Background: an optimization exercise with open tools, aiming at a short achievable clock period and few clock cycles. Do not read the settings as production practice. Only simulation tests tie the RTL to the original design; equivalence was not proved. No activity file was given, so power comes from the tool's default toggle rates.

$ cat flow/flow/run.sh
#!/bin/bash
set -euo pipefail
bash standard.sh SETUP_SLACK_MARGIN=8 TNS_END_PERCENT=100 finish > standard_flow.log 2>&1
$ cat flow/standard.sh
#!/bin/bash
# synth_recipe.tcl (not shown) runs the flow's synth.tcl, then flattens the netlist and writes it again
# the make line also repeats each setting of config.mk as NAME=value (left out here)
make -C /OpenROAD-flow-scripts/flow DESIGN_CONFIG=/design/flow/config.mk WORK_HOME=/design/flow/orfs CLKGATE_MAP_FILE= SYNTH_SCRIPT=/design/flow/synth_recipe.tcl "${@:-finish}"
$ cat flow/config.mk
export PLATFORM = sky130hd
export DESIGN_NAME = SingleCycleMIPS
export DESIGN_NICKNAME = SingleCycleMIPS
export VERILOG_FILES = /design/flow/design.v
export SDC_FILE = /design/flow/constraint.sdc
export NUM_CORES = 4
export LEC_CHECK = 0
export CAP_MARGIN = 20
export CORE_MARGIN = 2
export CORE_UTILIZATION = 45
export SLEW_MARGIN = 20
$ cat flow/constraint.sdc
create_clock -name core_clock -period 11.0 [get_ports {clk}]
set_input_delay 2.2000 -clock core_clock [delete_from_list [all_inputs] [get_ports {clk}]]
set_output_delay 2.2000 -clock core_clock [all_outputs]
set_load 0.01 [all_outputs]
$ cat flow/design.v
module SingleCycleMIPS(
    clk,
    rst_n,
    IR_addr,
    IR,
    ReadDataMem,
    CEN,
    WEN,
    A,
    Data2Mem,
    OEN
);
    input         clk, rst_n;
    input  [31:0] IR;
    output [31:0] IR_addr;
    input  [31:0] ReadDataMem;
    output        CEN;
    output        WEN;
    output  [6:0] A;
    output [31:0] Data2Mem;
    output        OEN;
    integer i, k;
    reg  [31:0] pc_f;
    reg  [31:0] ras;
    reg         valid_d;
    reg  [31:0] ir_d;
    reg  [31:0] pc4_d;
    reg  [31:0] pred_d;
    reg  [31:0] ohs_d, oht_d;
    reg         valid_x;
    reg         we_x;
    reg  [4:0]  rd_x;
    reg         load_x, store_x, br_x, bne_x, jr_x, chk4_x;
    reg         add_x, sub_x, and_x, or_x, slt_x, sll_x, srl_x;
    reg  [31:0] a_x, b_x, t_x;
    reg  [8:0]  off_x;
    reg  [4:0]  sh_x;
    reg  [31:0] pc4_x, tgt_x, pred_x;
    reg         ne_tgt_x, ne_pc4_x;
    reg         we_m, load_m;
    reg  [4:0]  rd_m;
    reg  [31:0] res_m;
    reg         cen_r, wen_r, oen_r;
    reg  [6:0]  a_r;
    reg  [31:0] d_r;
    reg         we_w;
    reg  [4:0]  rd_w;
    reg  [31:0] res_w;
    reg  [31:0] rf [1:31];
    reg  [31:1] rv;
    assign IR_addr  = pc_f;
    assign CEN      = cen_r;
    assign WEN      = wen_r;
    assign OEN      = oen_r;
    assign A        = a_r;
    assign Data2Mem = d_r;
    function [31:0] ks_add;
        input [31:0] x, y;
        input        ci;
        reg   [31:0] g, p, p0, c;
        integer      l, n, d;
        begin
            p0 = x ^ y;
            g  = x & y;
            p  = p0;
            g[0] = g[0] | (p0[0] & ci);
            for (l = 0; l < 5; l = l + 1) begin
                d = 1 << l;
                for (n = 31; n >= 0; n = n - 1) begin
                    if (n >= d) begin
                        g[n] = g[n] | (p[n] & g[n - d]);
                        p[n] = p[n] & p[n - d];
                    end
                end
            end
            c = {g[30:0], ci};
            ks_add = p0 ^ c;
        end
    endfunction
    wire [31:0] pc4_f   = pc_f + 32'd4;
    wire        if_j    = (IR[31:27] == 5'b00001);
    wire        if_jr   = (IR[31:26] == 6'd0) && (IR[5:0] == 6'h08);
    wire [31:0] jtgt_f  = {pc4_f[31:28], IR[25:0], 2'b00};
    wire        if_bb   = (IR[31:27] == 5'b00010) & IR[15];
    wire [9:0]  btlo_f  = pc4_f[11:2] + IR[9:0];
    wire [31:0] btgt_f  = {pc4_f[31:12], btlo_f, 2'b00};
    wire [31:0] pred_f  = if_j ? jtgt_f : (if_jr ? ras : (if_bb ? btgt_f : pc4_f));
    reg  [31:0] ohs_f, oht_f;
    always @(*) begin
        for (k = 0; k < 32; k = k + 1) begin
            ohs_f[k] = (IR[25:21] == k);
            oht_f[k] = (IR[20:16] == k);
        end
    end
    wire [5:0]  op_d  = ir_d[31:26];
    wire [5:0]  fn_d  = ir_d[5:0];
    wire [4:0]  rs_d  = ir_d[25:21];
    wire [4:0]  rt_d  = ir_d[20:16];
    wire [4:0]  rdf_d = ir_d[15:11];
    wire [15:0] imm_d = ir_d[15:0];
    wire rtype_d = (op_d == 6'h00);
    wire jr_d    = rtype_d & (fn_d == 6'h08);
    wire add_d   = rtype_d & (fn_d == 6'h20);
    wire sub_d   = rtype_d & (fn_d == 6'h22);
    wire or_d    = rtype_d & (fn_d == 6'h25);
    wire slt_d   = rtype_d & (fn_d == 6'h2a);
    wire sll_d   = rtype_d & (fn_d == 6'h00);
    wire srl_d   = rtype_d & (fn_d == 6'h02);
    wire and_d   = rtype_d & ~(jr_d | add_d | sub_d | or_d | slt_d | sll_d | srl_d);
    wire addi_d  = (op_d == 6'h08);
    wire lw_d    = (op_d == 6'h23);
    wire sw_d    = (op_d == 6'h2b);
    wire beq_d   = (op_d == 6'h04);
    wire bne_d   = (op_d == 6'h05);
    wire j_d     = (op_d == 6'h02);
    wire jal_d   = (op_d == 6'h03);
    wire br_d    = beq_d | bne_d;
    wire isrc_d  = addi_d | lw_d | sw_d;
    wire       wr_d  = (rtype_d & ~jr_d) | addi_d | lw_d | jal_d;
    wire [4:0] dst_d = jal_d ? 5'd31 : (rtype_d ? rdf_d : rt_d);
    wire       we_d  = valid_d & wr_d & (dst_d != 5'd0);
    wire       urs_d = rtype_d | addi_d | lw_d | sw_d | br_d;
    wire       urt_d = rtype_d | sw_d | br_d;
    wire [31:0] val_m = load_m ? ReadDataMem : res_m;
    wire [31:0] vs_d = ohs_d & {rv, 1'b0};
    wire [31:0] vt_d = oht_d & {rv, 1'b0};
    reg  [31:0] rfs_d, rft_d;
    always @(*) begin
        rfs_d = 32'd0;
        rft_d = 32'd0;
        for (k = 1; k < 32; k = k + 1) begin
            rfs_d = rfs_d | (rf[k] & {32{vs_d[k]}});
            rft_d = rft_d | (rf[k] & {32{vt_d[k]}});
        end
    end
    wire ms_d = we_m & (rd_m == rs_d);
    wire ws_d = we_w & (rd_w == rs_d) & ~ms_d;
    wire fs_d = ~ms_d & ~ws_d;
    wire mt_d = we_m & (rd_m == rt_d);
    wire wt_d = we_w & (rd_w == rt_d) & ~mt_d;
    wire ft_d = ~mt_d & ~wt_d;
    wire [31:0] rsv_d = ({32{ms_d}} & val_m) | ({32{ws_d}} & res_w) | ({32{fs_d}} & rfs_d);
    wire [31:0] rtv_d = ({32{mt_d}} & val_m) | ({32{wt_d}} & res_w) | ({32{ft_d}} & rft_d);
    wire fwd_a_d = we_x & ~load_x & (rd_x == rs_d);
    wire fwd_t_d = we_x & ~load_x & (rd_x == rt_d);
    wire stall   = valid_d & we_x & load_x &
                   ((urs_d & (rs_d == rd_x)) | (urt_d & (rt_d == rd_x)));
    wire [31:0] sext_d = {{16{imm_d[15]}}, imm_d};
    wire [31:0] tgt_d  = ks_add(pc4_d, {sext_d[29:0], 2'b00}, 1'b0);
    wire ex_redir;
    wire ne_tgt_d = (pred_d != tgt_d);
    wire ne_pc4_d = (pred_d != pc4_d);
    wire [31:0] a_e = a_x;
    wire [31:0] b_e = b_x;
    wire [31:0] t_e = t_x;
    wire [31:0] sum_e  = ks_add(a_e, b_e, 1'b0);
    wire [31:0] diff_e = ks_add(a_e, ~b_e, 1'b1);
    wire        lt_e   = (a_e[31] != b_e[31]) ? a_e[31] : diff_e[31];
    wire [31:0] res_e  = ({32{add_x}} & sum_e)
                       | ({32{sub_x}} & diff_e)
                       | ({32{and_x}} & (a_e & b_e))
                       | ({32{or_x}}  & (a_e | b_e))
                       | ({32{slt_x}} & {31'd0, lt_e})
                       | ({32{sll_x}} & (b_e << sh_x))
                       | ({32{srl_x}} & (b_e >> sh_x));
    wire [8:0]  addr_e = a_e[8:0] + off_x;
    wire live_x  = valid_x;
    wire eq_e    = (a_e == t_e);
    wire taken_e = bne_x ? ~eq_e : eq_e;
    wire ne_jr   = (pred_x != a_e);
    assign ex_redir = live_x & (br_x ? (taken_e ? ne_tgt_x : ne_pc4_x)
                                  : (jr_x ? ne_jr : (chk4_x & ne_pc4_x)));
    wire [31:0] ex_tgt = br_x ? (taken_e ? tgt_x : pc4_x) : (jr_x ? a_e : pc4_x);
    wire        hold    = ex_redir | stall;
    wire [31:0] pc_base = ex_redir ? ex_tgt : (stall ? pc_f : pc4_f);
    wire [31:0] pc_n    = (~hold & if_j) ? jtgt_f : ((~hold & if_jr) ? ras :
                          ((~hold & if_bb) ? btgt_f : pc_base));
    always @(posedge clk or negedge rst_n) begin
        if (~rst_n) begin
            pc_f    <= 32'd0;
            ras     <= 32'd0;
            valid_d <= 1'b0;
            valid_x <= 1'b0;
            we_x    <= 1'b0;
            we_m    <= 1'b0;
            cen_r   <= 1'b1;
            wen_r   <= 1'b1;
            oen_r   <= 1'b0;
            we_w    <= 1'b0;
            rv      <= 31'd0;
        end else begin
            pc_f <= pc_n;
            if (valid_d & jal_d) ras <= pc4_d;
            if (ex_redir) valid_d <= 1'b0;
            else if (~stall)        valid_d <= 1'b1;
            valid_x <= valid_d & ~stall & ~ex_redir;
            we_x    <= we_d & ~stall & ~ex_redir;
            we_m    <= we_x;
            cen_r   <= ~(live_x & (load_x | store_x));
            wen_r   <= ~(live_x & store_x);
            oen_r   <= live_x & store_x;
            we_w    <= we_m;
            if (we_w) rv[rd_w] <= 1'b1;
        end
    end
    always @(posedge clk) begin
        if (~stall) begin
            ir_d   <= IR;
            pc4_d  <= pc4_f;
            pred_d <= pred_f;
            ohs_d  <= ohs_f;
            oht_d  <= oht_f;
        end
        rd_x     <= dst_d;
        load_x   <= lw_d;
        store_x  <= sw_d;
        br_x     <= br_d;
        bne_x    <= bne_d;
        jr_x     <= jr_d;
        chk4_x   <= ~(j_d | jal_d);
        add_x    <= add_d | addi_d | jal_d;
        sub_x    <= sub_d;
        and_x    <= and_d;
        or_x     <= or_d;
        slt_x    <= slt_d;
        sll_x    <= sll_d;
        srl_x    <= srl_d;
        a_x      <= (fwd_a_d & ~jal_d) ? res_e : (jal_d ? 32'd0 : rsv_d);
        b_x      <= (fwd_t_d & ~(jal_d | isrc_d)) ? res_e : (jal_d ? pc4_d : (isrc_d ? sext_d : rtv_d));
        t_x      <= fwd_t_d ? res_e : rtv_d;
        off_x    <= imm_d[8:0];
        sh_x     <= ir_d[10:6];
        pc4_x    <= pc4_d;
        tgt_x    <= tgt_d;
        pred_x   <= pred_d;
        ne_tgt_x <= ne_tgt_d;
        ne_pc4_x <= ne_pc4_d;
        rd_m   <= rd_x;
        load_m <= load_x;
        res_m  <= res_e;
        a_r    <= addr_e[8:2];
        d_r    <= t_e;
        rd_w  <= rd_m;
        res_w <= val_m;
        if (we_w) rf[rd_w] <= res_w;
    end
endmodule
==> impl_metrics.env, run 1 <==
export IMPL_p_per_area_mw_per_mm2=178.4
export IMPL_synth_fa_ha_area_frac=0.02724
export IMPL_netlist_area_mm2=0.07487
export IMPL_overflow=0
export IMPL_fp_dieArea_mm2=0.1697
export IMPL_clockRootBuffer="clkbuf_16"
export IMPL_antenna_found_initial=14
export IMPL_routed_via_density=7.373
export IMPL_core_area_mm2=0.1652
export IMPL_status="finished clean"
export IMPL_p_switching_mw=4.877
export IMPL_crit_arrival_ns=4.85
export IMPL_final_setup_skew_ns=0.08183
export IMPL_p_leak_nw=32.76
export IMPL_vias=65610
export IMPL_dieWidth_um=411.9
export IMPL_synth_top_family_by_area="compound AO/OA/AOI/OAI gates"
export IMPL_setup_viol=0
export IMPL_ys_flop_type="edfxtp_1"
export IMPL_final_layout_size_suffix_gt1_frac=0.2572
export IMPL_die_h_um=411.9
export IMPL_maxSlewHeadroom=0.1706
export IMPL_tightest_slew_ns=1.242
export IMPL_yosys_area_top_type="edfxtp_1"
export IMPL_hold_path_class="register to register"
export IMPL_cp_slowest_cell="fa_2"
export IMPL_synth_seq_cells=1588
export IMPL_period_share=0.3772
export IMPL_finalSetupTns_ns=0
export IMPL_first_global_vias=61370
export IMPL_ys_seq_area_frac=0.5853
export IMPL_switching_share=0.2956
export IMPL_synth_area_leaders="edfxtp_1, dfxtp_1, a22oi_1, dfrtp_1, a221oi_1"
export IMPL_cts_buffers=169
export IMPL_drcViolationCount=0
export IMPL_slowest_delay_ns=0.52
export IMPL_cp_max_fo=4
export IMPL_endpoint="t_x[31]"
export IMPL_synth_top_area_share=0.4612
export IMPL_synth_mux_area_fraction=0.04477
export IMPL_routed_wl_um=367900
export IMPL_final_common_cell="edfxtp_1"
export IMPL_reg2reg_setup_slack_ns=6.85
export IMPL_drv_slew=0
export IMPL_synth_edff_count=1150
export IMPL_dr_pass1_iters=14
export IMPL_syn_nets=6455
export IMPL_hpwl_um=212200
export IMPL_grt_util_met3=0.1737
export IMPL_start_util=0.4533
export IMPL_synth_compound_area_share=0.1867
export IMPL_max_freq_mhz=241.0
export IMPL_ys_warn_count=1
export IMPL_area_growth_pct=23.48
export IMPL_hold_viol=0
export IMPL_worst_r2r_startpoint="b_x[5]"
export IMPL_syn_avg_cell_area_um2=12.02
export IMPL_io_pins=140
export IMPL_p_int_mw=11.62
export IMPL_synth_distinct_cells=98
export IMPL_grt_first_pass_wirelength_um=490600
export IMPL_final_cell_mix="edfxtp_1, a22oi_1, buf_4, nor2_1, dfxtp_1"
export IMPL_n_fill_cell=13590
export IMPL_r2r_cells=20
export IMPL_worstSetupStartpoint="b_x[5]"
export IMPL_detail_route_wl_per_cell_um=41.35
export IMPL_use_met2=0.5999
export IMPL_cts_num_sinks=1588
export IMPL_crit_type="register to register"
export IMPL_grt_use_met1=0.4953
export IMPL_clkTransAtPathRegs_ns=0.07
export IMPL_utilization=0.5597
export IMPL_portBuffers=139
export IMPL_required_ns=11.70
export IMPL_clock_path_buffers=3
export IMPL_rsz0062_at_grt="true"
export IMPL_end_kind="register"
export IMPL_crit_chain="inv_4 > ha_4 > nor4_4 > nand2b_1 > or2_4 > a31oi_4 > o21ai_4 > nand2_4 > a31oi_4 > o211ai_1 > a21oi_1 > o21ba_2 > fa_2 > o22ai_1 > nand3b_1 > a2111oi_4 > o21ai_1 > a211oi_2 > buf_4 > a21oi_1"
export IMPL_row_count=149
export IMPL_htree_num_levels=4
export IMPL_pwr_share_seq=0.440
export IMPL_r2r_end="t_x[31]"
export IMPL_startpoint_type="register"
export IMPL_grt_max_degree=64
export IMPL_pwr_share_clk=0.360
export IMPL_gp_congestion=1.023
export IMPL_track_usage=0.4158
export IMPL_cts_tree="done"
export IMPL_ctsHoldBuffers=0
export IMPL_cap_violations=0
export IMPL_busiest_layer="met2"
export IMPL_nNetsFinal=6788
export IMPL_synthSimpleGateAreaFrac=0.09385
export IMPL_netlist_instances=6229
export IMPL_combPwrFrac=0.200
export IMPL_period_needed_ns=4.149
export IMPL_synthArstFlopShare=0.06486
export IMPL_irDropWorstVdd_mv=0.1527
export IMPL_clk_latency_ns=0.88
export IMPL_drt_initial_drc_count=13630
export IMPL_ant_nets=0
export IMPL_synth_xor_area_frac=0.02931
==> registers in the layout, indices dropped and copies added (netlist names), 32 cells and up <==
| register | count |
|---|---|
| t_x | 32 |
| pc4_d | 32 |
| ras | 32 |
| d_r | 32 |
| res_w | 32 |
| rf | 992 |
| pred_x | 32 |
| res_m | 32 |
| ir_d | 32 |
| pred_d | 32 |
| pc_f | 32 |
| a_x | 32 |
| b_x | 32 |
| tgt_x | 32 |
==> Yosys cell counts (10+ instances only) <==
library cell	number
mux2i_1	159
nor2_1	377
ha_1	155
nor2b_1	47
a21oi_1	272
mux4_2	46
a22oi_1	485
o21a_1	14
and2_1	67
a22o_1	229
dfrtp_1	101
o211ai_1	48
a21o_1	27
edfxtp_1	1150
xnor2_1	144
and3_1	22
o31ai_1	10
buf_2	30
nand4_1	154
nand3b_1	11
o21bai_1	41
o22ai_1	31
nor4_1	45
dfxtp_1	335
nand2_1	271
a31oi_1	47
mux2_2	63
clkbuf_1	377
a211oi_1	95
a221oi_1	230
nand3_1	151
or3_1	19
o21ai_1	18
buf_1	59
xor2_1	102
a211o_1	13
nand2b_1	43
o21ai_0	179
a222oi_1	64
nor3_1	166
o2111ai_1	13
inv_1	156
==> final cells by class <==
| class | count | area [um2] | area share |
|---|---|---|---|
| Inverter | 159 | 609.3 | 0.006591 |
| Multi-Input combinational cell | 4010 | 32870 | 0.3555 |
| Timing Repair Buffer | 634 | 6472 | 0.07001 |
| Clock inverter | 92 | 1095 | 0.01184 |
| Clock buffer | 220 | 4613 | 0.04990 |
| Sequential cell | 1588 | 44040 | 0.4764 |
| Antenna cell | 6 | 15.01 | 0.0001624 |
| Tap cell | 2189 | 2739 | 0.02962 |
==> per-stage QoR <==
step                cells  hold WS (ns)  power (mW)  worst slack, ns  cell area, um2
floorplan            6229        0.3427       8.867            6.920           75530
global placement     8259        0.3572       9.882            5.826           79370
detailed placement   8259        0.3575       9.890            5.796           79370
CTS                  8775        0.3549       16.19            6.920           89420
global route         8892        0.3655       16.91            6.723           92440
finish               8898        0.3613       16.50            6.851           92450
==> power groups by stage <==
stage	combinational (mW)	sequential, mW	clock [mW]
after floorplan	1.68	7.19	0
after global placement	2.46	7.42	0
after detailed placement	2.47	7.42	0
after CTS	3.03	7.24	5.92
after global routing	3.49	7.27	6.16
final	3.30	7.26	5.94
==> logic make-up after synthesis <==
family                     Yosys count
xor gates and xnor gates           248
AOI/OAI and AO/OA                 1902
DFF                               1588
buffers and inverters              634
adders and majority gates          160
muxes                              269
and+or+nand+nor                   1428
==> worst min path at each step <==
stage | startpoint | end | depth (start not counted) | slack (ns)
3_5_place_dp | t_x[30] | d_r[30] | 0 | 0.36
2_1_floorplan | pred_d[20] | pred_x[20] | 0 | 0.34
3_3_place_gp | t_x[7] | d_r[7] | 0 | 0.36
4_1_cts | t_x[30] | d_r[30] | 0 | 0.35
6_report | t_x[30] | d_r[30] | 0 | 0.36
5_1_grt | t_x[30] | d_r[30] | 0 | 0.37
==> layer usage <==
layer,part of all wire,vias to the layer above
li1,-,25180
met1,0.33,31850
met2,0.41,6570
met3,0.16,1989
met4,0.096,20
met5,0.00077,-
==> critical path, delay by kind of cell (launching register included) <==
kind	cells	cell delay, ns
AOI/OAI and AO/OA	11	1.67
and+or+nand+nor	5	1.00
adders and majority gates	2	0.76
DFF	1	0.37
buffers and inverters	2	0.21
==> what timing repair did <==
action	in CTS	in global routing
cloned	9	10
buffers inserted	195	107
endpoints found under the setup margin	563	670
resized for setup	1061	445
endpoints found under the hold margin	0	0
pin swaps	143	188
Testbench counts, summed over its fixed seeds: cycles 22,205.
==> run 2, diff against run 1 <==
--- a/flow/design.v
+++ b/flow/design.v
@@ -24,2 +24,8 @@
     reg  [31:0] ras;
+    reg         lb_v;
+    reg  [31:0] lb_pc, lb_tgt;
+    reg         lb_bne;
+    reg  [4:0]  lb_rx;
+    reg  [31:0] lb_fall;     
+    reg         lb_nx;       
     reg         valid_d;
@@ -28,2 +34,7 @@
     reg  [31:0] pred_d;
+    reg         ptk_d;       
+    reg         fz_d, fbne_d;  
+    reg         fpt_d;         
+    reg  [31:0] ftgt_d;        
+    reg  [4:0]  frx_d;         
     reg  [31:0] ohs_d, oht_d;
@@ -38,3 +49,5 @@
     reg  [31:0] pc4_x, tgt_x, pred_x;
-    reg         ne_tgt_x, ne_pc4_x;
+    reg         zk_x, z_x;
+    reg         addi_x, fz_x, fbne_x, fpt_x, nx_x;
+    reg  [31:0] fall_x, ftgt_x;
     reg         we_m, load_m;
@@ -79,2 +92,23 @@
     endfunction
+    function ks_c31;
+        input [31:0] x, y;
+        input        ci;
+        reg   [31:0] g, p;
+        integer      l, n, d;
+        begin
+            p = x ^ y;
+            g = x & y;
+            g[0] = g[0] | (p[0] & ci);
+            for (l = 0; l < 5; l = l + 1) begin
+                d = 1 << l;
+                for (n = 31; n >= 0; n = n - 1) begin
+                    if (n >= d) begin
+                        g[n] = g[n] | (p[n] & g[n - d]);
+                        p[n] = p[n] & p[n - d];
+                    end
+                end
+            end
+            ks_c31 = g[30];
+        end
+    endfunction
     wire [31:0] pc4_f   = pc_f + 32'd4;
@@ -86,3 +120,7 @@
     wire [31:0] btgt_f  = {pc4_f[31:12], btlo_f, 2'b00};
-    wire [31:0] pred_f  = if_j ? jtgt_f : (if_jr ? ras : (if_bb ? btgt_f : pc4_f));
+    wire        fuse_f  = lb_v & (pc_f == lb_pc);
+    wire [31:0] lb_next = lb_nx ? lb_fall : lb_tgt;
+    wire [31:0] seq_f   = fuse_f ? lb_next : pc4_f;
+    wire        ifc_f   = if_j | if_jr | if_bb;
+    wire [31:0] pred_f  = if_j ? jtgt_f : (if_jr ? ras : (if_bb ? btgt_f : seq_f));
     reg  [31:0] ohs_f, oht_f;
@@ -150,4 +188,14 @@
     wire ex_redir;
-    wire ne_tgt_d = (pred_d != tgt_d);
-    wire ne_pc4_d = (pred_d != pc4_d);
+    wire [31:0] nimm_d = ~sext_d + 32'd1;
+    wire zk_d    = addi_d & ~fwd_a_d;
+    wire z_d     = (rsv_d == nimm_d);
+    wire [31:0] n2imm_d = {nimm_d[30:0], 1'b0};
+    wire nx_d    = (rsv_d == n2imm_d);
+    wire known_d = br_d & (rt_d == 5'd0) & we_x & zk_x & (rd_x == rs_d);
+    wire tk_d    = bne_d ? ~z_x : z_x;
+    wire unfold_d = fz_d & (fwd_a_d | ~addi_d | (rt_d != frx_d));
+    wire id_redir = valid_d & ~stall & ~ex_redir & ((known_d & (tk_d != ptk_d)) | unfold_d);
+    wire [31:0] id_tgt = (tk_d & ~fz_d) ? tgt_d : pc4_d;
+    wire learn_d = valid_d & ~stall & ~ex_redir & br_d & imm_d[15] & (rt_d == 5'd0) &
+                   we_x & addi_x & (rd_x == rs_d) & (fall_x == pc4_d);
     wire [31:0] a_e = a_x;
@@ -156,4 +204,7 @@
     wire [31:0] sum_e  = ks_add(a_e, b_e, 1'b0);
-    wire [31:0] diff_e = ks_add(a_e, ~b_e, 1'b1);
-    wire        lt_e   = (a_e[31] != b_e[31]) ? a_e[31] : diff_e[31];
+    wire [31:0] difl_e = ks_add(a_e, ~b_e, 1'b1);
+    wire        dc31_e = ks_c31(a_e, ~b_e, 1'b1);
+    wire        x31_e  = a_e[31] ^ b_e[31];
+    wire [31:0] diff_e = {~x31_e ^ dc31_e, difl_e[30:0]};
+    wire        lt_e   = x31_e ? a_e[31] : ~dc31_e;
     wire [31:0] res_e  = ({32{add_x}} & sum_e)
@@ -169,8 +220,12 @@
     wire taken_e = bne_x ? ~eq_e : eq_e;
-    wire ne_jr   = (pred_x != a_e);
-    assign ex_redir = live_x & (br_x ? (taken_e ? ne_tgt_x : ne_pc4_x)
-                                  : (jr_x ? ne_jr : (chk4_x & ne_pc4_x)));
-    wire [31:0] ex_tgt = br_x ? (taken_e ? tgt_x : pc4_x) : (jr_x ? a_e : pc4_x);
-    wire        hold    = ex_redir | stall;
-    wire [31:0] pc_base = ex_redir ? ex_tgt : (stall ? pc_f : pc4_f);
+    wire ne_jr    = (pred_x != a_e);
+    wire ne_tgt_x = (pred_x != tgt_x);
+    wire ne_pc4_x = (pred_x != pc4_x);
+    wire taken_f = fbne_x ? ~z_x : z_x;
+    assign ex_redir = live_x & (fz_x ? (taken_f != fpt_x) :
+                                br_x ? (taken_e ? ne_tgt_x : ne_pc4_x)
+                                     : (jr_x ? ne_jr : (chk4_x & ne_pc4_x)));
+    wire [31:0] ex_tgt = fz_x ? (taken_f ? ftgt_x : fall_x) : (br_x ? (taken_e ? tgt_x : pc4_x) : (jr_x ? a_e : pc4_x));
+    wire        hold    = ex_redir | id_redir | stall;
+    wire [31:0] pc_base = ex_redir ? ex_tgt : (id_redir ? id_tgt : (stall ? pc_f : seq_f));
     wire [31:0] pc_n    = (~hold & if_j) ? jtgt_f : ((~hold & if_jr) ? ras :
@@ -181,2 +236,3 @@
             ras     <= 32'd0;
+            lb_v    <= 1'b0;
             valid_d <= 1'b0;
@@ -193,3 +249,4 @@
             if (valid_d & jal_d) ras <= pc4_d;
-            if (ex_redir) valid_d <= 1'b0;
+            if (learn_d) lb_v <= 1'b1;
+            if (ex_redir | id_redir) valid_d <= 1'b0;
             else if (~stall)        valid_d <= 1'b1;
@@ -210,2 +267,8 @@
             pred_d <= pred_f;
+            ptk_d  <= if_bb;
+            fz_d   <= fuse_f & ~ifc_f;
+            frx_d  <= lb_rx;
+            fbne_d <= lb_bne;
+            fpt_d  <= ~lb_nx;
+            ftgt_d <= lb_tgt;
             ohs_d  <= ohs_f;
@@ -213,2 +276,17 @@
         end
+        if (learn_d) begin
+            lb_pc   <= pc4_x - 32'd4;
+            lb_fall <= fall_x;
+            lb_tgt  <= tgt_d;
+            lb_bne  <= bne_d;
+            lb_rx   <= rs_d;
+        end
+        if (learn_d | (live_x & fz_x)) lb_nx <= nx_x;
+        nx_x     <= nx_d & ~fwd_a_d;
+        fpt_x    <= fpt_d;
+        ftgt_x   <= ftgt_d;
+        addi_x   <= addi_d;
+        fz_x     <= fz_d & ~unfold_d;
+        fbne_x   <= fbne_d;
+        fall_x   <= pc4_d + 32'd4;
         rd_x     <= dst_d;
@@ -234,5 +312,5 @@
         tgt_x    <= tgt_d;
-        pred_x   <= pred_d;
-        ne_tgt_x <= ne_tgt_d;
-        ne_pc4_x <= ne_pc4_d;
+        pred_x   <= id_redir ? id_tgt : pred_d;
+        zk_x     <= zk_d;
+        z_x      <= z_d;
         rd_m   <= rd_x;
==> flow/flow/run.sh (replaced) <==
#!/bin/bash
set -euo pipefail
bash standard.sh SETUP_SLACK_MARGIN=8 TNS_END_PERCENT=100 \
  "BUFFER_PORTS_ARGS=-buffer_cell sky130_fd_sc_hd__buf_4" finish > standard_flow.log 2>&1
--- a/flow/config.mk
+++ b/flow/config.mk
@@ -11 +11,2 @@
 export SLEW_MARGIN = 20
+export TNS_END_PERCENT = 100
==> run 2 against run 1 <==
Still clean on timing, DRC and antenna. Final area increased by 24%. Clock skew decreased by 0.024 ns. Cell count grew 25%. Non-clock buffer count up 493. Global-route usage increased by 5.5 points. Register-to-register slack better by 0.24 ns. Critical path type unchanged. Largest power group unchanged.
==> impl_metrics.env, run 2 <==
export IMPL_status="finished clean"
export IMPL_hold_path_class="register to register"
export IMPL_grt_util_met3=0.2133
export IMPL_slowest_delay_ns=0.59
export IMPL_drv_slew=0
export IMPL_r2r_end="z_x"
export IMPL_pwr_share_seq=0.402
export IMPL_grt_first_pass_wirelength_um=641600
export IMPL_p_int_mw=14.19
export IMPL_whs_path_depth=0
export IMPL_netlist_instances=7613
export IMPL_synth_most_common_cell="edfxtp_1"
export IMPL_cts_num_sinks=1798
export IMPL_row_count=161
export IMPL_regMostFlops="rf"
export IMPL_ys_warn_count=1
export IMPL_maxSlewHeadroom=0.1727
export IMPL_vias=84040
export IMPL_irDropWorstVdd_mv=0.1824
export IMPL_clkTransAtPathRegs_ns=0.06
export IMPL_clockRootBuffer="clkbuf_16"
export IMPL_clk_latency_ns=0.90
export IMPL_startpoint_type="register"
export IMPL_ant_nets=0
export IMPL_grt_max_degree=77
export IMPL_final_layout_size_suffix_gt1_frac=0.3244
export IMPL_combPwrFrac=0.280
export IMPL_cp_slowest_cell="and3_1"
export IMPL_largest_reg_flops=992
export IMPL_utilization=0.5966
export IMPL_routed_via_density=7.550
export IMPL_use_met2=0.6671
export IMPL_dr_pass1_iters=17
export IMPL_setup_viol=0
export IMPL_yosys_area_top_type="edfxtp_1"
export IMPL_routed_wl_um=486900
export IMPL_syn_nets=7842
export IMPL_antenna_found_initial=35
export IMPL_hold_start="ftgt_d[31]"
export IMPL_crit_type="register to register"
export IMPL_cts_tree="done"
export IMPL_switching_share=0.3335
export IMPL_ys_seq_area_frac=0.5675
export IMPL_start_util=0.4530
export IMPL_synth_distinct_cells=112
export IMPL_worst_r2r_startpoint="rv[25]"
export IMPL_hold_viol=0
export IMPL_die_h_um=444.1
export IMPL_final_cell_mix="edfxtp_1, buf_4, nand3_1, nor2_1, nand2_1"
export IMPL_worst_path_most_repeated_cell="nand4_1"
export IMPL_synth_area_leaders="edfxtp_1, dfxtp_1, a22oi_1, dfrtp_1, nand3_1"
export IMPL_max_freq_mhz=256.0
export IMPL_core_area_mm2=0.1924
export IMPL_required_ns=11.75
export IMPL_drt_initial_drc_count=17980
export IMPL_r2r_cells=11
export IMPL_overflow=0
export IMPL_first_global_vias=77060
export IMPL_ys_top_cells_by_count="edfxtp_1, nor2_1, nand2_1"
export IMPL_busiest_layer="met2"
export IMPL_nNetsFinal=8638
export IMPL_crit_chain="buf_6 > and2_4 > clkbuf_16 > a221o_1 > nor4_1 > and3_1 > o31a_1 > nand4_1 > o21ai_0 > nand4_1 > a211oi_4"
export IMPL_rsz0062_at_grt="true"
export IMPL_synthArstFlopShare=0.05784
export IMPL_finalSetupTns_ns=0
export IMPL_period_share=0.3551
export IMPL_cp_top_family="compound AO/OA/AOI/OAI gates"
export IMPL_io_pins=140
export IMPL_crit_buf_inv=2
export IMPL_syn_avg_cell_area_um2=11.45
export IMPL_hpwl_um=273700
export IMPL_cp_max_fo=11
export IMPL_final_setup_skew_ns=0.05791
export IMPL_cts_buffers=188
export IMPL_p_per_area_mw_per_mm2=185.5
export IMPL_period_needed_ns=3.906
export IMPL_whs_endpoint="ftgt_x[31]"
export IMPL_track_usage=0.4711
export IMPL_netlist_area_mm2=0.08714
export IMPL_dieWidth_um=444.1
export IMPL_clock_path_buffers=3
export IMPL_final_common_cell="edfxtp_1"
export IMPL_end_kind="register"
export IMPL_pwr_share_clk=0.318
export IMPL_area_growth_pct=31.70
export IMPL_tightest_slew_ns=1.239
export IMPL_portBuffers=139
export IMPL_gp_congestion=1.019
export IMPL_ctsHoldBuffers=0
export IMPL_synth_top_area_share=0.4452
export IMPL_grt_use_met1=0.5408
export IMPL_reg2reg_setup_slack_ns=7.09
export IMPL_synth_edff_count=1292
export IMPL_crit_arrival_ns=4.65
export IMPL_ys_flop_type="edfxtp_1"
export IMPL_cap_violations=0
export IMPL_p_switching_mw=7.099
export IMPL_fp_dieArea_mm2=0.1972
export IMPL_synth_seq_cells=1798
export IMPL_drcViolationCount=0
export IMPL_detail_route_wl_per_cell_um=43.75
export IMPL_p_leak_nw=41.48
export IMPL_htree_num_levels=4
==> run 2: cell types whose count changed after synthesis, moves of 48 or more <==
cell	delta
a22o_1	-66
a22oi_1	-56
and3_1	+53
clkbuf_1	+57
dfxtp_1	+67
edfxtp_1	+142
mux2_2	+54
nand2_1	+204
nand3_1	+319
nand4_1	+68
nor2_1	+121
nor4_1	+48
xnor2_1	+111
xor2_1	+59
==> run 2: routing by layer <==
layer | part of all wire | up-vias
met1 | 0.32 | 40230
met4 | 0.12 | 38
li1 | - | 31160
met2 | 0.40 | 9349
met3 | 0.16 | 3271
met5 | 0.0020 | -
==> run 2: what timing repair did <==
item	4_1_cts	5_1_grt
gates resized for setup	1423	551
gates cloned	55	11
setup buffers	499	154
endpoints found under the setup margin	571	755
pin swaps	373	285
==> run 2: how the worst max path moves through the flow <==
stage | slack [ns] | endpoint | startpoint | cells past startpoint
2_1_floorplan | 6.82 | pc_f[11] | IR[1] | 11
3_3_place_gp | 5.60 | z_x | rd_w[2] | 11
3_5_place_dp | 5.52 | z_x | rd_w[2] | 11
4_1_cts | 7.23 | z_x | ohs_d[4] | 12
5_1_grt | 7.23 | z_x | rv[25] | 13
6_report | 7.09 | z_x | rv[25] | 11
==> run 2: stage by stage <==
step                      total power [mW]  hold WS (ns)  area, um2  worst slack, ns  cells
after floorplan                      10.58        0.3233      88400            6.820   7613
after global placement               12.45        0.3246      92910            5.595  10030
after detailed placement             12.45        0.3269      92920            5.522  10030
after CTS                            20.47        0.3336     110800            7.234  10930
after global routing                 21.59        0.3460     114700            7.231  11100
final                                21.29        0.3340     114800            7.094  11130
==> run 2: logic make-up (layout without fill, tap and decap cells) <==
logic type      count (synthesis)  count (layout)  share of synthesized area
xor+xnor                      417             417                    0.04207
buf+inv                       727            1666                    0.03218
flops                        1798            1798                     0.5675
fa+ha+maj                     163             163                    0.02375
simple gates                 2311            2329                     0.1312
other cells                     0              35                          0
mux                           293             293                    0.04353
compound gates               1904            1904                     0.1598
==> run 2: area by class of cell <==
class,instances,area (um2)
timing repair inverter,6,70.07
tap,2526,3161
sequential,1798,49810
clock buffer,254,5236
multi-input combinational,5106,41950
clock inverter,97,1225
inverter,182,753.2
fill,15180,77610
antenna,35,87.58
timing repair buffer,1127,12470
==> run 2: power groups by stage <==
stage	sequential [mW]	clock [mW]	combinational (mW)
finish	8.56	6.76	5.96
global route	8.56	6.98	6.04
CTS	8.49	6.72	5.26
detailed placement	8.73	0	3.72
global placement	8.73	0	3.73
floorplan	8.38	0	2.20
Testbench counts of run 2, summed over its fixed seeds: cycles 20,271.
==> run 3, diff against run 2 <==
--- a/flow/design.v
+++ b/flow/design.v
@@ -198,3 +198,3 @@
     wire [31:0] id_tgt = (tk_d & ~fz_d) ? tgt_d : pc4_d;
-    wire learn_d = valid_d & ~stall & ~ex_redir & br_d & imm_d[15] & (rt_d == 5'd0) &
+    wire learn_d = valid_d & br_d & imm_d[15] & (rt_d == 5'd0) &
                    we_x & addi_x & (rd_x == rs_d) & (fall_x == pc4_d);
==> run 3 against run 2 <==
Non-clock buffer count shrank 139. Clock skew grew 0.020 ns. Core utilization shrank 1.2 points. Sequential share of layout area grew 1.5 points. Setup slack lost 0.12 ns. Still clean. First-iteration DRC count shrank 8.7%. Worst hold slack gained 0.0047 ns. Final area shrank 3.3%.
==> impl_metrics.env, run 3 <==
export IMPL_htree_num_levels=4
export IMPL_dieWidth_um=440.7
export IMPL_clockRootBuffer="clkbuf_16"
export IMPL_nNetsFinal=8167
export IMPL_io_pins=140
export IMPL_hold_viol=0
export IMPL_cts_tree="done"
export IMPL_fp_dieArea_mm2=0.1942
export IMPL_finalSetupTns_ns=0
export IMPL_syn_avg_cell_area_um2=11.76
export IMPL_period_share=0.3657
export IMPL_cts_num_sinks=1798
export IMPL_netlist_area_mm2=0.08582
export IMPL_final_setup_skew_ns=0.07760
export IMPL_regMostFlops="rf"
export IMPL_ys_flop_type="edfxtp_1"
export IMPL_startpoint_type="register"
export IMPL_die_h_um=440.7
export IMPL_detail_route_wl_per_cell_um=42.00
export IMPL_end_kind="register"
export IMPL_worst_r2r_startpoint="a_x[3]"
export IMPL_cap_violations=0
export IMPL_worstSetupStartpoint="a_x[3]"
export IMPL_synth_most_common_cell="edfxtp_1"
export IMPL_synth_distinct_cells=105
export IMPL_synthArstFlopShare=0.05784
export IMPL_area_growth_pct=29.30
export IMPL_syn_nets=7527
export IMPL_irDropWorstVdd_mv=0.1898
export IMPL_required_ns=11.70
export IMPL_p_per_area_mw_per_mm2=189.0
export IMPL_tightest_slew_ns=1.371
export IMPL_track_usage=0.4399
export IMPL_largest_reg_flops=992
export IMPL_row_count=160
export IMPL_drcViolationCount=0
export IMPL_utilization=0.5847
export IMPL_period_needed_ns=4.023
export IMPL_ant_nets=0
export IMPL_overflow=0
export IMPL_synth_top_area_share=0.4521
export IMPL_ys_seq_area_frac=0.5762
export IMPL_rsz0062_at_grt="true"
export IMPL_clkTransAtPathRegs_ns=0.07
export IMPL_gp_congestion=1.028
export IMPL_p_leak_nw=40.05
export IMPL_final_layout_size_suffix_gt1_frac=0.3223
export IMPL_drv_slew=0
export IMPL_drt_initial_drc_count=16420
export IMPL_status="finished clean"
export IMPL_hold_path_class="register to register"
export IMPL_ys_warn_count=1
export IMPL_dr_pass1_iters=12
export IMPL_synth_seq_cells=1798
export IMPL_clk_latency_ns=0.91
export IMPL_regArea_mm2=0.04980
export IMPL_maxSlewHeadroom=0.08610
export IMPL_antenna_found_initial=19
export IMPL_crit_arrival_ns=4.72
export IMPL_core_area_mm2=0.1898
export IMPL_grt_first_pass_wirelength_um=592600
export IMPL_max_freq_mhz=248.6
export IMPL_cp_max_fo=16
export IMPL_yosys_area_top_type="edfxtp_1"
export IMPL_synth_area_leaders="edfxtp_1, dfxtp_1, a22oi_1, dfrtp_1, a221oi_1"
export IMPL_start_util=0.4522
export IMPL_synth_edff_count=1292
export IMPL_netlist_instances=7298
export IMPL_ys_top_cells_by_count="edfxtp_1, nor2_1, a22oi_1"
export IMPL_hold_start="ftgt_d[20]"
export IMPL_clock_path_buffers=3
export IMPL_final_common_cell="edfxtp_1"
export IMPL_hpwl_um=252100
export IMPL_n_fill_cell=14980
export IMPL_grt_max_degree=75
export IMPL_routed_via_density=7.388
export IMPL_vias=78500
export IMPL_setup_viol=0
export IMPL_first_global_vias=73410
export IMPL_cts_buffers=187
export IMPL_final_cell_mix="edfxtp_1, buf_4, nor2_1, a22oi_1, nand2_1"
export IMPL_routed_wl_um=446200
export IMPL_multi_input_area_mm2=0.04022
export IMPL_crit_type="register to register"
export IMPL_portBuffers=139
## run 3: cell count changes after synthesis, sizes merged, moves of 71 or more
cell | previous run | this run
a221oi | 190 | 268
nand2 | 477 | 406
nand3 | 471 | 177
xnor2 | 255 | 180
xor2 | 161 | 245
a22o | 163 | 254
## run 3: per-stage QoR
stage / power [mW] / hold WS, ns / instances / worst slack, ns / area [um2]
4_1_cts: 20.07 / 0.3407 / 10430 / 7.215 / 106800
2_1_floorplan: 10.43 / 0.3233 / 7298 / 5.897 / 86600
6_report: 20.97 / 0.3386 / 10630 / 6.977 / 111000
3_3_place_gp: 12.14 / 0.3235 / 9622 / 6.008 / 90470
3_5_place_dp: 12.14 / 0.3269 / 9622 / 5.966 / 90470
5_1_grt: 21.29 / 0.3485 / 10610 / 7.160 / 110900
## run 3: per-layer routing
metal | track usage | wire, um | share of wire
met1 | 0.5128 | 144400 | 0.32
met2 | 0.6367 | 184600 | 0.41
met3 | 0.1706 | 67740 | 0.15
met4 | 0.3696 | 49210 | 0.11
met5 | 0.006948 | 303 | 0.00068
## run 3: what timing repair did
action                     in CTS  in global routing
resized for setup            1381                560
cloned                         29                  8
pin swaps                     338                305
hold buffers                    0                  0
setup buffers                 424                177
setup endpoints to repair     669                826
## run 3: kinds of logic after synthesis
| kind of cell | after synthesis | synth area share |
|---|---|---|
| AOI/OAI and AO/OA | 2086 | 0.1791 |
| xor gates and xnor gates | 426 | 0.04363 |
| adders and majority gates | 163 | 0.02411 |
| buffers and inverters | 737 | 0.03359 |
| DFF | 1798 | 0.5762 |
| muxes | 250 | 0.03947 |
| and+or+nand+nor | 1838 | 0.1039 |
## run 3: layout make-up
class,count,share of cell area
Clock buffer,243,0.04582
Sequential cell,1798,0.4488
Clock inverter,109,0.01210
Inverter,191,0.007059
Tap cell,2511,0.02831
Timing Repair Buffer,988,0.09496
Multi-Input combinational cell,4771,0.3625
Timing Repair inverter,1,0.0001466
Antenna cell,13,0.0002932
## run 3: path summary, 6_finish.rpt
check	slack [ns]	to	depth (start not counted)
max	6.98	pc_f[15]	10
max in group asynchronous	8.36	rv[11]	2
min	0.34	ftgt_x[20]	0
min in group asynchronous	1.32	ras[8]	1
max reg2reg	6.98	pc_f[15]	10
min reg2reg	0.34	ftgt_x[20]	0
## run 3: report_power, final
| group | switching (mW) | internal (mW) | total (mW) | leakage, nW |
|---|---|---|---|---|
| registers | 0.677 | 7.81 | 8.49 | 16.3 |
| logic | 3.32 | 2.40 | 5.72 | 20.6 |
| clock network | 2.93 | 3.83 | 6.76 | 3.10 |
| total | 6.93 | 14.0 | 21.0 | 40.1 |
## run 3: critical path: stages (launching register included)
cell	delay [ns]
dfxtp_4	0.37
buf_4	0.15
xor2_1	0.21
nor4_1	0.29
nand2_1	0.15
or4_4	0.57
a21bo_2	0.38
o22ai_1	0.34
nor3_1	0.13
a21oi_1	1.06
a21oi_1	0.20
Testbench counts of run 3, summed over its fixed seeds: cycles 20,271.
==> run 4, diff against run 3 <==
--- a/flow/config.mk
+++ b/flow/config.mk
@@ -9,3 +9,3 @@
 export CORE_MARGIN = 2
-export CORE_UTILIZATION = 45
+export CORE_UTILIZATION = 40
 export SLEW_MARGIN = 20
==> run 4 against run 3 <==
Clock-buffer cell count down 1. Die area grew 12%. Synthesized area is the same. Worst hold slack got worse by 0.0094 ns. Sequential power about the same. Synthesized cell count unchanged. Core utilization fell by 5.2 points. Wire length grew 3.5%. Critical path depth is 5 higher. First-iteration DRC count up 8.7%. Non-clock buffer count rose by 211.
==> impl_metrics.env, run 4 <==
export IMPL_area_growth_pct=32.78
export IMPL_synthArstFlopShare=0.05784
export IMPL_final_cell_mix="edfxtp_1, buf_4, nor2_1, a22oi_1, nand2_1"
export IMPL_synth_distinct_cells=105
export IMPL_cts_num_sinks=1798
export IMPL_irDropWorstVdd_mv=0.1941
export IMPL_clkTransAtPathRegs_ns=0.06
export IMPL_cap_violations=0
export IMPL_rsz0062_at_grt="true"
export IMPL_regMostFlops="rf"
export IMPL_use_met2=0.5738
export IMPL_fp_dieArea_mm2=0.2183
export IMPL_track_usage=0.3969
export IMPL_end_kind="register"
export IMPL_nNetsFinal=8382
export IMPL_required_ns=11.76
export IMPL_yosys_area_top_type="edfxtp_1"
export IMPL_grt_use_met1=0.4654
export IMPL_ys_warn_count=1
export IMPL_netlist_area_mm2=0.08582
export IMPL_die_h_um=467.2
export IMPL_dieWidth_um=467.2
export IMPL_tightest_slew_ns=1.400
export IMPL_synth_area_leaders="edfxtp_1, dfxtp_1, a22oi_1, dfrtp_1, a221oi_1"
export IMPL_dr_pass1_iters=13
export IMPL_max_freq_mhz=245.0
export IMPL_clock_path_buffers=3
export IMPL_largest_reg_flops=992
export IMPL_synth_most_common_cell="edfxtp_1"
export IMPL_io_pins=140
export IMPL_placedCellCount=9959
export IMPL_dpl_cell_area_mm2=0.09095
export IMPL_p_per_area_mw_per_mm2=185.9
export IMPL_grt_first_pass_wirelength_um=601600
export IMPL_maxSlewHeadroom=0.06288
export IMPL_core_area_mm2=0.2140
export IMPL_first_global_vias=73540
export IMPL_final_setup_skew_ns=0.07631
export IMPL_grt_max_degree=135
export IMPL_busiest_layer="met2"
export IMPL_overflow=0
export IMPL_antenna_found_initial=32
export IMPL_hold_viol=0
export IMPL_drv_slew=0
export IMPL_fin_area_mm2=0.1140
export IMPL_hold_path_class="register to register"
export IMPL_synth_edff_count=1292
export IMPL_detail_route_wl_per_cell_um=41.32
export IMPL_vias=80560
export IMPL_startpoint_type="register"
export IMPL_start_util=0.4011
export IMPL_ys_flop_type="edfxtp_1"
export IMPL_crit_arrival_ns=4.84
export IMPL_finalSetupTns_ns=0
export IMPL_setup_viol=0
export IMPL_synth_top_area_share=0.4521
export IMPL_crit_type="register to register"
export IMPL_htree_num_levels=4
export IMPL_period_share=0.3711
export IMPL_cts_buffers=185
export IMPL_n_fill_cell=17730
export IMPL_cts_tree="done"
export IMPL_ys_seq_area_frac=0.5762
export IMPL_syn_nets=7527
export IMPL_p_leak_nw=41.50
export IMPL_cp_max_fo=11
export IMPL_clockRootBuffer="clkbuf_16"
export IMPL_hpwl_um=260100
export IMPL_status="finished clean"
export IMPL_syn_avg_cell_area_um2=11.76
export IMPL_routed_via_density=7.209
export IMPL_final_common_cell="edfxtp_1"
export IMPL_ys_top_cells_by_count="edfxtp_1, nor2_1, a22oi_1"
export IMPL_portBuffers=139
export IMPL_gp_congestion=1.027
export IMPL_netlist_instances=7298
export IMPL_clk_latency_ns=0.92
export IMPL_drt_initial_drc_count=17850
export IMPL_row_count=170
export IMPL_period_needed_ns=4.082
export IMPL_routed_wl_um=461800
export IMPL_synth_seq_cells=1798
export IMPL_ant_nets=0
export IMPL_final_layout_size_suffix_gt1_frac=0.3428
export IMPL_fin_cells=11180
export IMPL_drcViolationCount=0
export IMPL_grt_util_met3=0.1545
[run 4: cell counts after synthesis]
No cell type changed its count.
[run 4: worst max-delay path: stages (launching register included)]
cell	delay [ns]
dfxtp_4	0.35
xor2_1	0.19
nor4_2	0.35
nand4_1	0.17
buf_4	0.18
o31ai_4	0.27
buf_4	0.15
buf_6	0.10
a21bo_4	0.16
buf_6	0.15
nand2_8	0.10
o211ai_1	1.11
o21ai_1	0.20
o22ai_1	0.24
nand3_1	0.09
o221a_2	0.13
[run 4: path summary, 6_finish.rpt]
check,slack (ns),to,start,cells after the start
min,0.33,ftgt_x[16],ftgt_d[16],0
min in group asynchronous,1.39,oen_r,rst_n,1
max,6.92,pc_f[17],a_x[24],15
max in group asynchronous,8.34,rv[16],rst_n,2
max reg2reg,6.92,pc_f[17],a_x[24],15
min reg2reg,0.33,ftgt_x[16],ftgt_d[16],0
[run 4: layer usage]
layer | vias to the layer above | wire length (um)
met5 | - | 196
met2 | 8587 | 188400
met3 | 2923 | 73600
li1 | 30150 | -
met1 | 38870 | 147700
met4 | 28 | 51910
[run 4: area by class of cell]
class / count / area [um2] / share of cell area
inverter: 191 / 782.0 / 0.006862
tap: 2838 / 3551 / 0.03116
sequential: 1798 / 49820 / 0.4372
timing repair buffer: 1199 / 12930 / 0.1134
clock inverter: 103 / 1394 / 0.01223
antenna: 26 / 65.06 / 0.0005710
multi-input combinational: 4777 / 40310 / 0.3537
timing repair inverter: 1 / 8.758 / 0.00007686
clock buffer: 242 / 5099 / 0.04474
[run 4: through the flow]
stage          power (mW)  setup WS, ns  utilization  hold slack [ns]
3_5_place_dp        12.27         5.670       0.4250           0.3269
4_1_cts             20.13         7.198       0.5064           0.3339
5_1_grt             21.44         7.076       0.5323           0.3371
6_report            21.18         6.918       0.5325           0.3292
2_1_floorplan       10.43         5.897            -           0.3233
3_3_place_gp        12.27         5.718       0.4250           0.3235
[run 4: report_power, final]
part	internal (mW)	switching (mW)	total, mW
sequential	7.81	0.662	8.48
combinational	2.39	3.48	5.87
clock	3.90	2.93	6.83
total	14.1	7.07	21.2
[run 4: logic make-up after synthesis]
logic type,synth area share
compound gates,0.1791
xor+xnor,0.04363
fa+ha+maj,0.02411
buf+inv,0.03359
flops,0.5762
mux,0.03947
simple gates,0.1039
[run 4: what timing repair did]
item                                    4_1_cts  5_1_grt
cloned                                       37       30
buffers inserted                            489      289
pin swaps                                   304      366
endpoints found under the setup margin      575      643
hold buffers                                  0        0
gates resized for setup                    1424      594

==> afterwards: timing with drivers on the ports <==
No port has a modelled driver above. Below, the same layouts with a new extraction and two added sets of constraints.
Step 1 sets driving cells, clkbuf_16 on the clock port and buf_2 on the other inputs (assumed; they add their load-dependent delay and slew).
Step 2 times the ports against the registers' clock, not the clock port: input delays grow and output delays shrink by t, the midpoint of the rising clock arrivals with the driver on.
Slacks: no drivers / after step 1 / after step 2; pairs: no drivers / after step 1.
run | t (ns) | setup slack, ns | slew at the worst register clock pin (ns) | cell pins on the clock port's net
run 1 | 0.941 | 6.851 / 6.851 / 6.483 | 0.07 / 0.07 | 1
run 2 | 0.963 | 7.094 / 7.094 / 6.492 | 0.07 / 0.07 | 1
run 3 | 0.960 | 6.977 / 6.977 / 6.306 | 0.07 / 0.07 | 1
run 4 | 0.969 | 6.918 / 6.918 / 6.325 | 0.08 / 0.08 | 1
After both steps setup and hold are still met in every run listed. For run 3, which loses most, drivers alone change the setup slack by 0.000 ns; drivers and shift together by -0.671 ns.
